What follows belongs to an exercise in optimizing a design on an open flow for small area, a short achievable clock period and few clock cycles per item; a production flow would make more cautious choices. Only simulation tests tie the RTL to the original design; equivalence was not proved.

==> exp/sierra: inputs <==
==> flow/design.v (excerpt) <==
module murmur_multi#(
    parameter NUM_HASHER = 4
)(
    input logic clk,
    input logic resetn,
    output logic [NUM_HASHER-1:0] in_ready,
    input logic [NUM_HASHER-1:0] [63:0] in_data,
    input logic [NUM_HASHER-1:0] in_valid,
    input logic [NUM_HASHER-1:0] in_last_processed,
    input logic [NUM_HASHER-1:0] [63:0] in_serialnum,
    input logic [NUM_HASHER-1:0] out_ready,
    output logic [NUM_HASHER-1:0] [63:0] out_tuple,
    output logic [NUM_HASHER-1:0] [31:0] out_tag,
    output logic [NUM_HASHER-1:0] out_valid,
    output logic [NUM_HASHER-1:0] out_last_processed,
    output logic [NUM_HASHER-1:0] [63:0] out_serialnum
    );
==> flow/config.mk <==
export PLATFORM = sky130hd
export DESIGN_NAME = murmur_multi
export DESIGN_NICKNAME = murmur_multi
export VERILOG_FILES = /design/flow/design.v
export SDC_FILE = /design/flow/constraint.sdc
export NUM_CORES = 4
export LEC_CHECK = 0
export CAP_MARGIN = 20
export CORE_MARGIN = 2
export CORE_UTILIZATION = 40
export SLEW_MARGIN = 20
export SYNTH_HIERARCHICAL = 1
export SYNTH_MINIMUM_KEEP_SIZE = 0
==> flow/constraint.sdc <==
create_clock -name core_clock -period 8.0 [get_ports {clk}]
set_input_delay 1.6000 -clock core_clock [delete_from_list [all_inputs] [get_ports {clk}]]
set_output_delay 1.6000 -clock core_clock [all_outputs]
set_load 0.01 [all_outputs]
run.sh (not shown) runs the stock make flow with config.mk's settings and CLKGATE_MAP_FILE= SYNTH_SCRIPT=/design/flow/synth_recipe.tcl, a recipe that flattens the netlist after the stock synthesis.
==> inputs of exp/harbor, as changes to exp/sierra <==
==> flow/flow/run.sh (new file) <==
#!/bin/bash
# The standard layout, with plain buf_1 cells as the port buffers (buffer_ports
# otherwise picks clkdlybuf4s50_1 delay cells). Every port is still buffered.
set -euo pipefail
export BUFFER_PORTS_ARGS="-buffer_cell sky130_fd_sc_hd__buf_1"
bash standard.sh > standard.log 2>&1
==> flow/standard.sh (new file) <==
#!/bin/bash
# synth_recipe.tcl (not shown) runs the flow's synth.tcl, then flattens the netlist and writes it again
# the make line also repeats each setting of config.mk as NAME=value (left out here)
make -C /OpenROAD-flow-scripts/flow DESIGN_CONFIG=/design/flow/config.mk WORK_HOME=/design/flow/orfs CLKGATE_MAP_FILE= SYNTH_SCRIPT=/design/flow/synth_recipe.tcl "${@:-finish}"
--- a/flow/config.mk
+++ b/flow/config.mk
@@ -7,7 +7,8 @@
 export LEC_CHECK = 0
 export CAP_MARGIN = 20
 export CORE_MARGIN = 2
-export CORE_UTILIZATION = 40
+export CORE_UTILIZATION = 55
+export SETUP_SLACK_MARGIN = 1.6
 export SLEW_MARGIN = 20
 export SYNTH_HIERARCHICAL = 1
 export SYNTH_MINIMUM_KEEP_SIZE = 0
removed: flow/run.sh
==> impl_metrics.ini <==
[placement]
place_ws_ps = 552

[global_routing]
antenna_found_initial = 14
grt_pass1_vias = 44706

[final_layout]
utilization_pct = 71.9
final_layout_size_suffix_gt1_share_pct = 25.6

[status]
status = timing/DRC/antenna clean

[sta]
min_period_over_period_pct = 89.2
The numbers above come from exp/harbor.

==> impl_metrics.ini <==
[sta]
min_period_over_period_pct = 97.9

[global_routing]
antenna_found_initial = 22
grt_pass1_vias = 44270

[synthesis]
yosysUniqueCellTypes = 63

[status]
status = timing/DRC/antenna clean

[final_layout]
utilization_pct = 53.1

[placement]
place_ws_ps = 351
The numbers above come from exp/sierra.

Testbench counts of exp/sierra, summed over its fixed seeds: cycles 12,008, items 48,000.
Testbench counts of exp/harbor, summed over its fixed seeds: cycles 12,008, items 48,000.

==> job 8105 <==
murmur_multi, a different RTL version from the one above (not shown whole).
clock: 8.0 ns
lec_check: 0
cap_margin: 20
core_margin: 2
core_utilization: 55
setup_slack_margin: 0.6
slew_margin: 20
synth_hierarchical: 1
synth_minimum_keep_size: 0
tns_end_percent: 10
standard.sh (not shown) runs the stock make flow with config.mk's settings and CLKGATE_MAP_FILE= SYNTH_SCRIPT=/design/flow/synth_recipe.tcl, a recipe that flattens the netlist after the stock synthesis.
==> flow/flow/run.sh <==
#!/bin/bash
# The standard layout, with plain buf_1 cells as the port buffers (buffer_ports
# otherwise picks clkdlybuf4s50_1 delay cells). Every port is still buffered.
set -euo pipefail
export BUFFER_PORTS_ARGS="-buffer_cell sky130_fd_sc_hd__buf_1"
bash standard.sh > standard.log 2>&1
==> job 4208 (differences from job 8105) <==
Settings changed: SETUP_SLACK_MARGIN 0.6 to 0.9.
==> job 531 (differences from job 8105) <==
Settings changed: PLACE_DENSITY from default to 0.5, SETUP_SLACK_MARGIN 0.6 to 0.9.
==> results.json <==
{
  "route.detailed.vias_per_inst": 5.836,
  "run_status": "timing/DRC/antenna clean",
  "multi_input_area_share": 0.5389,
  "period_needed_ns": 7.242,
  "regToRegEndpoint": "lane[2].murmur_inst.out_valid",
  "final_cell_mix": "fa_1 (1328), buf_1 (1163), edfxtp_1 (644), inv_1 (351), xor2_1 (349)",
  "vias_after_detailed_routing": 39400,
  "clock_latency_ns": 0.67
}
[end of results for job 531]
==> results.json <==
{
  "clock_latency_ns": 0.68,
  "run_status": "timing/DRC/antenna clean",
  "regToRegEndpoint": "lane[0].murmur_inst.out_valid",
  "multi_input_area_share": 0.5401,
  "inverters": 420,
  "top_signal_layer_used": "met5",
  "vias_after_detailed_routing": 39480,
  "final_cell_mix": "fa_1 (1318), buf_1 (1156), edfxtp_1 (644), xor2_1 (347), inv_1 (347)",
  "period_needed_ns": 7.099
}
[end of results for job 4208]
==> results.json <==
{
  "synth_compound_gate_area_share": 0.04197,
  "met1Wirelength_mm": 84.13,
  "final_cell_mix": "fa_1 (1356), buf_1 (1173), edfxtp_1 (644), inv_1 (371), xor2_1 (364)",
  "run_status": "timing/DRC/antenna clean",
  "vias_after_detailed_routing": 38910,
  "clock_latency_ns": 0.68,
  "period_needed_ns": 7.398,
  "grt_max_usage_layer": "met2",
  "multiInputGateArea_um2": 37790,
  "fraction_of_synthesis_flops_using_an_asynchronous_set_or_reset_pin": 0,
  "route.detailed.vias_per_inst": 5.801
}
[end of results for job 8105]
Testbench counts of job 8105, summed over its fixed seeds: cycles 12,008, items 48,000.
Testbench counts of job 4208, summed over its fixed seeds: cycles 12,008, items 48,000.
Testbench counts of job 531, summed over its fixed seeds: cycles 12,008, items 48,000.

==> yarrow: inputs <==
murmur_multi, a different RTL version from the one above (not shown whole).
==> flow/config.mk <==
export PLATFORM = sky130hd
export DESIGN_NAME = murmur_multi
export DESIGN_NICKNAME = murmur_multi
export VERILOG_FILES = /design/flow/design.v
export SDC_FILE = /design/flow/constraint.sdc
export NUM_CORES = 4
export LEC_CHECK = 0
export CAP_MARGIN = 20
export CORE_MARGIN = 2
export CORE_UTILIZATION = 55
export SETUP_SLACK_MARGIN = 0.6
export SLEW_MARGIN = 20
export SYNTH_HIERARCHICAL = 1
export SYNTH_MINIMUM_KEEP_SIZE = 0
export TNS_END_PERCENT = 10
==> flow/constraint.sdc <==
create_clock -name core_clock -period 8.0 [get_ports {clk}]
set_input_delay 1.6000 -clock core_clock [delete_from_list [all_inputs] [get_ports {clk}]]
set_output_delay 1.6000 -clock core_clock [all_outputs]
set_load 0.01 [all_outputs]
Scripts as last shown in full above: flow/flow/run.sh
==> maple (differences from yarrow) <==
--- a/flow/config.mk
+++ b/flow/config.mk
@@ -7,9 +7,10 @@
 export LEC_CHECK = 0
 export CAP_MARGIN = 20
 export CORE_MARGIN = 2
-export CORE_UTILIZATION = 55
-export SETUP_SLACK_MARGIN = 0.6
+export CORE_UTILIZATION = 65
+export CTS_BUF_LIST = sky130_fd_sc_hd__clkbuf_8
+export CTS_CLUSTER_SIZE = 30
+export SETUP_SLACK_MARGIN = 0.8
 export SLEW_MARGIN = 20
 export SYNTH_HIERARCHICAL = 1
 export SYNTH_MINIMUM_KEEP_SIZE = 0
-export TNS_END_PERCENT = 10
==> qor summary <==
| metric | yarrow | maple |
|---|---|---|
| Overall die height | 334 um | 308 um |
| Post-synth EDFFs | 644 | 644 |
| Chip Width | 334 um | 308 um |
| Dominant register cell in the synthesized netlist | edfxtp_1 | edfxtp_1 |
| Cell area after synthesis | 60000 sq um | 60000 sq um |
| Synthesized-area fraction occupied by and/or/nand/nor cells | 3.54% | 3.54% |
| Synth Warn # | 7 | 7 |
| Share of synthesized flip-flops with an asynchronous set or reset | 0% | 0% |
| Biggest area consumer among synthesized cells | fa_1 | fa_1 |
| Result of the run | complete, no violations | did not finish |
| Last stage reached | - | I/O pin placement |
| Top-area cell type share of the netlist area | 45.4% | 45.4% |
| Flip-flop and latch count after synthesis | 648 | 648 |
| Fraction of the mapped netlist area in adder cells | 50.9% | 50.9% |
| Total number of placement rows | 121 | 111 |
| Count of unique library cells instantiated by Yosys | 56 | 56 |
| Count of mapped cells out of synthesis | 3924 | 3924 |
| Effective utilization at floorplan | 55.2% | 65.5% |
| Seq/Total Area, Yosys | 32.4% | 32.4% |
| Share of synthesized area spent on multiplexers | 0.142% | 0.142% |
Testbench counts of yarrow, summed over its fixed seeds: cycles 12,008, items 48,000.
Testbench counts of maple, summed over its fixed seeds: cycles 12,008, items 48,000.

==> 01-08: inputs <==
murmur_multi again, from the RTL that the note above started with.
clock: 8.0 ns
lec_check: 0
cap_margin: 20
core_margin: 2
core_utilization: 55
setup_slack_margin: 0.9
slew_margin: 20
synth_hierarchical: 1
synth_minimum_keep_size: 0
tns_end_percent: 10
Scripts as last shown in full above: flow/flow/run.sh
==> 04-28: changes against 01-08 <==
CORE_UTILIZATION = 58   (was 55)
SETUP_SLACK_MARGIN = 0.6   (was 0.9)
TNS_END_PERCENT = default   (was 10)
==> 03-23: changes against 01-08 <==
CTS_BUF_LIST = sky130_fd_sc_hd__clkbuf_8   (was default)
CTS_CLUSTER_SIZE = 30   (was default)
SETUP_SLACK_MARGIN = 0.8   (was 0.9)
TNS_END_PERCENT = default   (was 10)
==> 07-18: changes against 01-08 <==
SETUP_SLACK_MARGIN = 0.6   (was 0.9)
TNS_END_PERCENT = default   (was 10)
==> metrics.yaml <==
endpoint: "out_tag[46]"
status: "complete, no violations"
reg2reg_slack_ns: 7.38
regArea_mm2: 0.0194
worstHoldStart: "lane[2].murmur_inst.out_valid"
nNonClkInverters: 448
busiest_layer: "met2"
clock_path_buffers: 3
post-cts-setup-buffer-count: 276
wl_met3_um: 55100
area_growth_pct: 23.6
The numbers above come from 03-23.

==> metrics.yaml <==
synth_top_area_frac: 0.454
synthMostInstantiatedCell: "fa_1"
die_h_um: 326
synth_async_sr_flop_share: 0
error: "[ERROR PPL-0024] Number of IO pins (1178) exceeds maximum number of available positions (1174). Increase the die perimeter from 1302.08um to 1602.08um."
stop_stage: "I/O pin placement (3_2_place_iop)"
syn_avg_cell_area_um2: 15.3
start_util: 0.587
ys.flop_type: "edfxtp_1"
synth-xor-area-share: 0.0538
die_x_um: 326
status: "aborted with a tool error"
yosysTopAreaCell: "fa_1"
ys_seq_elements: 648
synth_cell_types: 56
The numbers above come from 04-28.

==> metrics.yaml <==
row_count: 121
busiest_layer: "met2"
path_depth: 15
vias_per_cell: 5.93
ys_seq_area_frac: 0.324
status: "complete, no violations"
nNonClkInverters: 448
worstHoldStart: "lane[2].murmur_inst.out_valid"
reg2reg_slack_ns: 7.38
area_growth_pct: 21.8
clock_path_buffers: 3
endpoint: "out_tag[46]"
place_congestion: 1.25
post-cts-setup-buffer-count: 254
The numbers above come from 01-08.

==> metrics.yaml <==
clock_path_buffers: 3
critical_path_class: "reg2out"
worstHoldStart: "lane[2].murmur_inst.out_valid"
nNonClkInverters: 448
endpoint: "out_tag[126]"
arrival_ns: 5.78
status: "complete, no violations"
area_growth_pct: 20.3
clk_latency_ns: 0.65
multi_input_gates: 2792
wl_met3_um: 53900
regArea_mm2: 0.0194
reg_top3: "lane.murmur_inst.data_q x256, lane.murmur_inst.out_serialnum x256, lane.murmur_inst.h2_q x128"
busiest_layer: "met2"
The numbers above come from 07-18.

Testbench counts of 01-08, summed over its fixed seeds: cycles 12,008, items 48,000.
Testbench counts of 04-28, summed over its fixed seeds: cycles 12,008, items 48,000.
Testbench counts of 03-23, summed over its fixed seeds: cycles 12,008, items 48,000.
Testbench counts of 07-18, summed over its fixed seeds: cycles 12,008, items 48,000.

==> build 37: inputs <==
RTL: one of the versions met above, not the one the previous note started from.
==> flow/config.mk <==
export PLATFORM = sky130hd
export DESIGN_NAME = murmur_multi
export DESIGN_NICKNAME = murmur_multi
export VERILOG_FILES = /design/flow/design.v
export SDC_FILE = /design/flow/constraint.sdc
export NUM_CORES = 4
export LEC_CHECK = 0
export CAP_MARGIN = 20
export CORE_MARGIN = 2
export CORE_UTILIZATION = 55
export SETUP_SLACK_MARGIN = 1.05
export SLEW_MARGIN = 20
export SYNTH_HIERARCHICAL = 1
export SYNTH_MINIMUM_KEEP_SIZE = 0
export TNS_END_PERCENT = 10
==> flow/constraint.sdc <==
create_clock -name core_clock -period 8.0 [get_ports {clk}]
set_input_delay 1.6000 -clock core_clock [delete_from_list [all_inputs] [get_ports {clk}]]
set_output_delay 1.6000 -clock core_clock [all_outputs]
set_load 0.01 [all_outputs]
Scripts as last shown in full above: flow/flow/run.sh
==> inputs of build 75, as changes to build 37 <==
Settings changed: CORE_UTILIZATION 55 to 50, SETUP_SLACK_MARGIN 1.05 to 0.9.
==> metrics.md <==
| Metric | Value |
|---|---|
| Num CTS Buffers | 75 |
| Die H | 347 um |
| Outcome | complete, no violations |
| Via Count | 37480 |
| Dpl cell area | roughly 66000 um^2 |
| Critical R2R Capture | lane[2].murmur_inst.out_valid |
[end of results for build 75]
==> metrics.md <==
| Metric | Value |
|---|---|
| Outcome | complete, no violations |
| Via Count | slightly below 40000 |
| Die H | about 330 um |
[end of results for build 37]
Testbench counts of build 37, summed over its fixed seeds: cycles 12,008, items 48,000.
Testbench counts of build 75, summed over its fixed seeds: cycles 12,008, items 48,000.

==> static timing again, ports no longer ideal <==
The results above use ideal ports. As a check the final layouts listed here were re-extracted and re-timed, cells and wires unchanged.
Step 1 sets driving cells, clkbuf_16 on the clock port and buf_2 on the other inputs (assumed; they add their load-dependent delay and slew).
Step 2 adds t to the input delays and takes it off the output delays; t is the mean of the earliest and latest rising clock arrival at the registers after step 1. Input paths then give back, and output paths get back, about the clock's delay inside the block.
a / b / c = no drivers / after step 1 / after step 2; a / b = the first two.
| run | shift t [ns] | slack for setup (ns) | worst hold slack (ns) |
|---|---|---|---|
| exp/sierra | 0.772 | 0.165 / 0.071 / 0.313 | 0.527 / 0.527 / 0.527 |
| exp/harbor | 0.736 | 0.864 / 0.797 / 1.040 | 0.515 / 0.515 / 0.515 |
| job 8105 | 0.749 | 0.602 / 0.517 / 0.645 | 0.544 / 0.544 / 0.544 |
| job 4208 | 0.746 | 0.901 / 0.817 / 0.680 | 0.542 / 0.542 / 0.542 |
| job 531 | 0.752 | 0.758 / 0.674 / 0.577 | 0.526 / 0.526 / 0.526 |
| yarrow | 0.736 | 0.538 / 0.452 / 0.690 | 0.526 / 0.526 / 0.526 |
| 01-08 | 0.740 | 0.717 / 0.630 / 0.667 | 0.527 / 0.527 / 0.527 |
| 03-23 | 0.875 | 0.658 / 0.574 / 0.664 | 0.527 / 0.527 / 0.527 |
| 07-18 | 0.730 | 0.622 / 0.535 / 0.704 | 0.526 / 0.526 / 0.526 |
| build 37 | 0.746 | 0.905 / 0.819 / 0.646 | 0.540 / 0.540 / 0.540 |
| build 75 | 0.760 | 0.915 / 0.830 / 0.568 | 0.512 / 0.512 / 0.512 |
After both steps setup and hold are still met in every run listed. For build 75, which loses most, drivers alone change the setup slack by -0.085 ns; drivers and shift together by -0.347 ns.
